This is an optimization exercise on Yosys and OpenROAD, whose aim is small area, a short achievable clock period and few clock cycles per item, not a production implementation. The RTL was checked by simulation tests, not by an equivalence proof against the original design. No activity file was given, so power comes from the tool's default toggle rates.

==> flow/design.v (excerpt) <==
module cnn_top(
    input clk,
    input reset,
    input start,
    output [9:0] img_addr,
    input  [7:0] img_pixel,
    output reg prediction,
    output reg done,
    output signed [31:0] score0,
    output signed [31:0] score1
);
Size in the first run: about 2,300 cells after synthesis, ~420 flip-flops, ~87 I/O pins.
clock: 16.0 ns
lec_check: 0
abc_area: 1
cap_margin: 20
core_margin: 2
core_utilization: 40
place_density: 0.6
slew_margin: 20
synth_memory_max_bits: 65536
standard.sh (not shown) runs the stock make flow with config.mk's settings and CLKGATE_MAP_FILE= SYNTH_SCRIPT=/design/flow/synth_recipe.tcl, a recipe that flattens the netlist after the stock synthesis.
==> flow/flow/run.sh <==
#!/bin/bash
# The standard layout (standard.sh) with these changes:
#  - synthesis: the standard flow's own script (synth_recipe.tcl) with -noabc added to its
#    Yosys synth calls, so that the adders written out in the RTL reach
#    extract_fa as written (ABC still maps the whole design afterwards);
#    registers are not affected;
#  - timing repair aimed below the clock period: the resizer works on every
#    path with less than 11.7 ns of slack at the design's 16 ns clock;
#  - a clock tree without dummy loads: clkbuf_8 buffers (clkbuf_16 root),
#    clusters of up to 18 sinks;
#  - half-adder cells added to the platform's don't-use list, so synthesis
#    extracts only full adders.
# Full tool output goes to standard.log (and ORFS's logs under orfs/logs).
W=$PWD
sed 's/yosys synth -nofsm -noshare /yosys synth -nofsm -noshare -noabc /' synth_recipe.tcl > my_synth.tcl
grep -q -- '-noabc' my_synth.tcl || { echo "could not derive my_synth.tcl" > standard.log; exit 1; }
bash standard.sh SYNTH_SCRIPT=$W/my_synth.tcl SETUP_SLACK_MARGIN=11.7 \
  "CTS_ARGS=-sink_clustering_enable -repair_clock_nets -dont_use_dummy_load -buf_list sky130_fd_sc_hd__clkbuf_8 -root_buf sky130_fd_sc_hd__clkbuf_16 -sink_clustering_size 18 -sink_clustering_max_diameter 60" \
  "DONT_USE_CELLS=sky130_fd_sc_hd__probe_p_8 sky130_fd_sc_hd__probec_p_8 sky130_fd_sc_hd__lpflow_bleeder_1 sky130_fd_sc_hd__lpflow_clkbufkapwr_1 sky130_fd_sc_hd__lpflow_clkbufkapwr_16 sky130_fd_sc_hd__lpflow_clkbufkapwr_2 sky130_fd_sc_hd__lpflow_clkbufkapwr_4 sky130_fd_sc_hd__lpflow_clkbufkapwr_8 sky130_fd_sc_hd__lpflow_clkinvkapwr_1 sky130_fd_sc_hd__lpflow_clkinvkapwr_16 sky130_fd_sc_hd__lpflow_clkinvkapwr_2 sky130_fd_sc_hd__lpflow_clkinvkapwr_4 sky130_fd_sc_hd__lpflow_clkinvkapwr_8 sky130_fd_sc_hd__lpflow_decapkapwr_12 sky130_fd_sc_hd__lpflow_decapkapwr_3 sky130_fd_sc_hd__lpflow_decapkapwr_4 sky130_fd_sc_hd__lpflow_decapkapwr_6 sky130_fd_sc_hd__lpflow_decapkapwr_8 sky130_fd_sc_hd__lpflow_inputiso0n_1 sky130_fd_sc_hd__lpflow_inputiso0p_1 sky130_fd_sc_hd__lpflow_inputiso1n_1 sky130_fd_sc_hd__lpflow_inputiso1p_1 sky130_fd_sc_hd__lpflow_inputisolatch_1 sky130_fd_sc_hd__lpflow_isobufsrc_1 sky130_fd_sc_hd__lpflow_isobufsrc_16 sky130_fd_sc_hd__lpflow_isobufsrc_2 sky130_fd_sc_hd__lpflow_isobufsrc_4 sky130_fd_sc_hd__lpflow_isobufsrc_8 sky130_fd_sc_hd__lpflow_isobufsrckapwr_16 sky130_fd_sc_hd__lpflow_lsbuf_lh_hl_isowell_tap_1 sky130_fd_sc_hd__lpflow_lsbuf_lh_hl_isowell_tap_2 sky130_fd_sc_hd__lpflow_lsbuf_lh_hl_isowell_tap_4 sky130_fd_sc_hd__lpflow_lsbuf_lh_isowell_4 sky130_fd_sc_hd__lpflow_lsbuf_lh_isowell_tap_1 sky130_fd_sc_hd__lpflow_lsbuf_lh_isowell_tap_2 sky130_fd_sc_hd__lpflow_lsbuf_lh_isowell_tap_4 sky130_fd_sc_hd__ha_1 sky130_fd_sc_hd__ha_2 sky130_fd_sc_hd__ha_4" \
  finish > standard.log 2>&1
Testbench counts at the start, summed over its fixed seeds: cycles 32,724, items 36.
Then changed:
==> flow/flow/run.sh (replaced) <==
#!/bin/bash
# The standard layout (standard.sh) with these make settings:
#  - timing repair aimed below the clock period: the resizer works on every
#    path with less than 11.7 ns of slack at the design's 16 ns clock;
#  - a clock tree without dummy loads: clkbuf_8 buffers, clusters of up to 18 sinks;
#  - half-adder cells added to the platform's don't-use list, so synthesis
#    extracts only full adders.
# Full tool output goes to standard.log (and ORFS's logs under orfs/logs).
bash standard.sh SETUP_SLACK_MARGIN=11.7 \
  "CTS_ARGS=-sink_clustering_enable -repair_clock_nets -dont_use_dummy_load -buf_list sky130_fd_sc_hd__clkbuf_8 -root_buf sky130_fd_sc_hd__clkbuf_16 -sink_clustering_size 18 -sink_clustering_max_diameter 60" \
  "DONT_USE_CELLS=sky130_fd_sc_hd__probe_p_8 sky130_fd_sc_hd__probec_p_8 sky130_fd_sc_hd__lpflow_bleeder_1 sky130_fd_sc_hd__lpflow_clkbufkapwr_1 sky130_fd_sc_hd__lpflow_clkbufkapwr_16 sky130_fd_sc_hd__lpflow_clkbufkapwr_2 sky130_fd_sc_hd__lpflow_clkbufkapwr_4 sky130_fd_sc_hd__lpflow_clkbufkapwr_8 sky130_fd_sc_hd__lpflow_clkinvkapwr_1 sky130_fd_sc_hd__lpflow_clkinvkapwr_16 sky130_fd_sc_hd__lpflow_clkinvkapwr_2 sky130_fd_sc_hd__lpflow_clkinvkapwr_4 sky130_fd_sc_hd__lpflow_clkinvkapwr_8 sky130_fd_sc_hd__lpflow_decapkapwr_12 sky130_fd_sc_hd__lpflow_decapkapwr_3 sky130_fd_sc_hd__lpflow_decapkapwr_4 sky130_fd_sc_hd__lpflow_decapkapwr_6 sky130_fd_sc_hd__lpflow_decapkapwr_8 sky130_fd_sc_hd__lpflow_inputiso0n_1 sky130_fd_sc_hd__lpflow_inputiso0p_1 sky130_fd_sc_hd__lpflow_inputiso1n_1 sky130_fd_sc_hd__lpflow_inputiso1p_1 sky130_fd_sc_hd__lpflow_inputisolatch_1 sky130_fd_sc_hd__lpflow_isobufsrc_1 sky130_fd_sc_hd__lpflow_isobufsrc_16 sky130_fd_sc_hd__lpflow_isobufsrc_2 sky130_fd_sc_hd__lpflow_isobufsrc_4 sky130_fd_sc_hd__lpflow_isobufsrc_8 sky130_fd_sc_hd__lpflow_isobufsrckapwr_16 sky130_fd_sc_hd__lpflow_lsbuf_lh_hl_isowell_tap_1 sky130_fd_sc_hd__lpflow_lsbuf_lh_hl_isowell_tap_2 sky130_fd_sc_hd__lpflow_lsbuf_lh_hl_isowell_tap_4 sky130_fd_sc_hd__lpflow_lsbuf_lh_isowell_4 sky130_fd_sc_hd__lpflow_lsbuf_lh_isowell_tap_1 sky130_fd_sc_hd__lpflow_lsbuf_lh_isowell_tap_2 sky130_fd_sc_hd__lpflow_lsbuf_lh_isowell_tap_4 sky130_fd_sc_hd__ha_1 sky130_fd_sc_hd__ha_2 sky130_fd_sc_hd__ha_4" \
  finish > standard.log 2>&1
- CORE_UTILIZATION: 40 -> 30
- PLACE_DENSITY: 0.6 -> 0.5
=> The changed run passed the timing, DRC and antenna checks; clock power goes up by a few percent; register-to-register slack got worse by 0.07 ns; clock-buffer cell count grows by 3; wire length rises by a few percent; maximum frequency went up slightly.
Then changed:
- CORE_UTILIZATION: 30 -> 40
- PLACE_DENSITY: 0.5 -> 0.6
Effect:
- area after synthesis stays the same
- final cell count decreases by 7.5%
- utilization increases by 11 points
- global-route usage increases by 8.2 points

[re-timing with driven ports]
Ports are ideal in the flow. The routed layouts listed here were re-timed in OpenROAD. Step 1, drivers: a clkbuf_16 drives clk and a buf_2 each remaining input, both assumed. Step 2 moves the port delays by t, midway between the first and last clock arrival at a register: inputs arrive t later, outputs are due t later. That takes back most of the time a late clock gives input paths. a / b / c = ideal / step 1 / step 2; a / b = the first two.
run	t (ns)	slack for setup (ns)	worst register clock-pin slew, ns
the first run	0.561	11.676 / 11.619 / 11.682	0.10 / 0.10
the second run	0.578	11.720 / 11.658 / 11.750	0.11 / 0.11
the third run	0.588	11.685 / 11.624 / 11.671	0.11 / 0.11
After both steps every run listed still meets setup and hold. The setup slack of the third run, which loses most, moves by -0.061 ns with the drivers and by -0.014 ns with both steps.
